This design comes from an exercise in tuning for small area on the open sky130 flow, not from production work.
The RTL was checked by simulation tests, not by an equivalence proof against the original design.

==> inputs of job 7969 <==
Design Cordic_hardware, start of the top module:
module Cordic_hardware (x1, y1, clk, clr, angle, x2, y2);
  input [31:0] x1, y1, angle;
  input clk, clr;
  output [31:0] x2, y2;
  localparam [32*11-1:0] ALPHAS = {32'h3D652EDC, 32'h3DE52ECE, 32'h3E652E94, 32'h3EE52DAF,
    32'h3F652A1B, 32'h3FE51BCA, 32'h4064E2AA, 32'h40E40022, 32'h41609474, 32'h41D4853A,
    32'h42340000};
  reg [3:0] age;
  wire full = (age == 4'd10);
  always @(posedge clk)
    if (clr) age <= 4'd0;
    else if (!full) age <= age + 4'd1;
  wire zout = clr | ~full;
  wire [33:0] xr [1:11];
  wire [33:0] yr [1:11];
  wire [31:0] x [0:11];
  wire [31:0] y [0:11];
  wire [31:0] t [0:11];
  assign x[0] = x1;
  assign y[0] = y1;
  assign t[0] = angle;
  genvar i;
  for (i = 0; i < 11; i = i + 1) begin : st
    cordic #(.K(i), .ALPHA(ALPHAS[32*i +: 32])) cordicblock (.clk(clk),
      .x1(x[i]), .y1(y[i]), .theta(t[i]), .zx(i == 10 ? zout : 1'b0),
      .x2(xr[i+1]), .y2(yr[i+1]), .theta2(t[i+1]));
    fadd_back nx(.sgn(xr[i+1][33]), .expo(xr[i+1][32:25]), .D(xr[i+1][24:0]), .s(x[i+1]));
    fadd_back ny(.sgn(yr[i+1][33]), .expo(yr[i+1][32:25]), .D(yr[i+1][24:0]), .s(y[i+1]));
  end
  assign x2 = x[11];
  assign y2 = y[11];
endmodule
Settings: LEC_CHECK=0, ABC_AREA=1, ABC_CLOCK_PERIOD_IN_PS=11000, CAP_MARGIN=20, CORE_MARGIN=2, CORE_UTILIZATION=50, GPL_TIMING_DRIVEN=0, PLACE_DENSITY=0.6, SETUP_SLACK_MARGIN=0.4, SLEW_MARGIN=20; clock period 13.0 ns.
standard.sh (not shown) runs the stock make flow with config.mk's settings and CLKGATE_MAP_FILE= SYNTH_SCRIPT=/design/flow/synth_recipe.tcl, a recipe that flattens the netlist after the stock synthesis.
==> flow/flow/run.sh <==
#!/bin/bash
# Layout flow: the standard ORFS flow, except for technology mapping in
# synthesis (flow/mysynth.tcl): no full/half-adder cell extraction, the
# 24-bit prefix adders (module bk24) are kept as modules and mapped with
# flow/map_keep.abc, and the rest is mapped for area with flow/map.abc.
# The netlist is flattened before it is written; registers and every step
# after synthesis are as in the standard flow.
set -euo pipefail
W=$(pwd)
export MY_ABC_SCRIPT=$W/flow/map.abc
export MY_ABC_SCRIPT_KEEP=$W/flow/map_keep.abc
export MY_KEEP_MODULES="bk24"
bash standard.sh SYNTH_SCRIPT=$W/flow/mysynth.tcl ADDER_MAP_FILE= finish > $W/flow_make.log 2>&1
==> flow/flow/map.abc <==
strash
&get -n
&deepsyn -T 60
&put
dch -f
amap -m -F 4 -A 8
topo
stime -p
buffer -p
upsize {D}
dnsize {D}
==> flow/flow/map_keep.abc <==
strash
dch -f
amap -m -F 4 -A 8
topo
stime -p
buffer -p
upsize {D}
dnsize {D}
==> flow/flow/mysynth.tcl <==
# The standard flow's synthesis script (synth_recipe.tcl) with one change: technology
# mapping. The modules listed in MY_KEEP_MODULES (the prefix adders) are kept
# as separate modules through synthesis and mapped with MY_ABC_SCRIPT_KEEP, so
# that their carry structure is not rebuilt for area; the rest of the design
# is mapped with MY_ABC_SCRIPT. The design is flattened before it is written.
proc synth {args} { yosys synth -nofsm -noshare {*}$args }
set f [open $::env(SCRIPTS_DIR)/synth.tcl]
set txt [read $f]
close $f
set old {log_cmd abc {*}$abc_args}
set new {
  log_cmd abc {*}[lreplace $abc_args 1 1 $::env(MY_ABC_SCRIPT_KEEP)] {*}$::env(MY_KEEP_MODULES)
  log_cmd abc {*}[lreplace $abc_args 1 1 $::env(MY_ABC_SCRIPT)] $::env(DESIGN_NAME)
}
if { [string first $old $txt] < 0 } { error "abc call not found in synth.tcl" }
set txt [string map [list $old $new] $txt]
set old2 {hierarchy -check -top $::env(DESIGN_NAME)}
set new2 {hierarchy -check -top $::env(DESIGN_NAME)
foreach m $::env(MY_KEEP_MODULES) { setattr -mod -set keep_hierarchy 1 $m }}
if { [string first $old2 $txt] < 0 } { error "hierarchy call not found in synth.tcl" }
set txt [string map [list $old2 $new2] $txt]
eval $txt
# left out here: clear keep_hierarchy, flatten, clean up, hide names made inside functions, write 1_2_yosys.v
==> job 3677: changes against job 7969 <==
CORE_UTILIZATION = 40   (was 50)
GPL_TIMING_DRIVEN = unset   (was 0)
PLACE_DENSITY = 0.5   (was 0.6)
SETUP_SLACK_MARGIN = 0.05   (was 0.4)
==> job 4638: changes against job 7969 <==
CORE_UTILIZATION = 40   (was 50)
GPL_TIMING_DRIVEN = unset   (was 0)
PLACE_DENSITY = 0.5   (was 0.6)
SETUP_SLACK_MARGIN = 0.2   (was 0.4)
==> qor summary <==
item                                                                      job 7969                  job 3677                  job 4638
Status                                                              finished clean            finished clean            finished clean
Slowest-stage cell, CP                                                     a21oi_1                     or4_1                     or4_1
Max Fclk                                                                  81.0 MHz                  82.1 MHz                  81.6 MHz
First-pass GRT wire length                                                  940 mm                    941 mm                    942 mm
Area of combinational cells with multiple inputs                       110,000 um2               108,000 um2               109,000 um2
HPWL Detailed                                                               500 mm                    504 mm                    504 mm
Total number of vias                                                       191,000                   181,000                   182,000
Critical path capture point                               st[1].cordicblock.x2[24]  st[8].cordicblock.x2[24]  st[8].cordicblock.x2[24]
Area of the core                                                       284,000 um2               355,000 um2               355,000 um2
ANT cells                                                                       16                        19                        20
Cell Rows                                                                      196                       219                       219
Sequential fraction of total cell area                                       13.1%                     13.0%                     13.0%
Count of instances resized after the clock tree is built                       115                        10                        17
Inverters                                                                    2,776                     2,797                     2,799
Endpoint of the most critical register-to-register path   st[1].cordicblock.x2[24]  st[8].cordicblock.x2[24]  st[8].cordicblock.x2[24]

-- re-timing with driven ports --
In the flow no input, the clock included, has a driving cell. The finished layouts below were timed again as built, in two steps. Step 1 assumes that a clkbuf_16 drives the clock port and a buf_2 every other input. Step 2 times the ports against the registers' clock, not the clock port: input delays grow and output delays shrink by t, the midpoint of the rising clock arrivals with the driver on. Three values: ideal, step 1, step 2; two values: the first two.
run | t, ns | slack for setup (ns) | worst setup path at the end | worst register clock-pin slew, ns
job 7969 | 0.949 | 0.654 / 0.654 / 0.336 | input to register | 0.08 / 0.08
job 3677 | 0.976 | 0.825 / 0.825 / 0.306 | input to register | 0.07 / 0.07
job 4638 | 0.978 | 0.748 / 0.748 / 0.305 | input to register | 0.07 / 0.07
After both steps every run listed still meets setup and hold. The setup slack of job 3677, which loses most, moves by 0.000 ns with the drivers and by -0.519 ns with both steps.
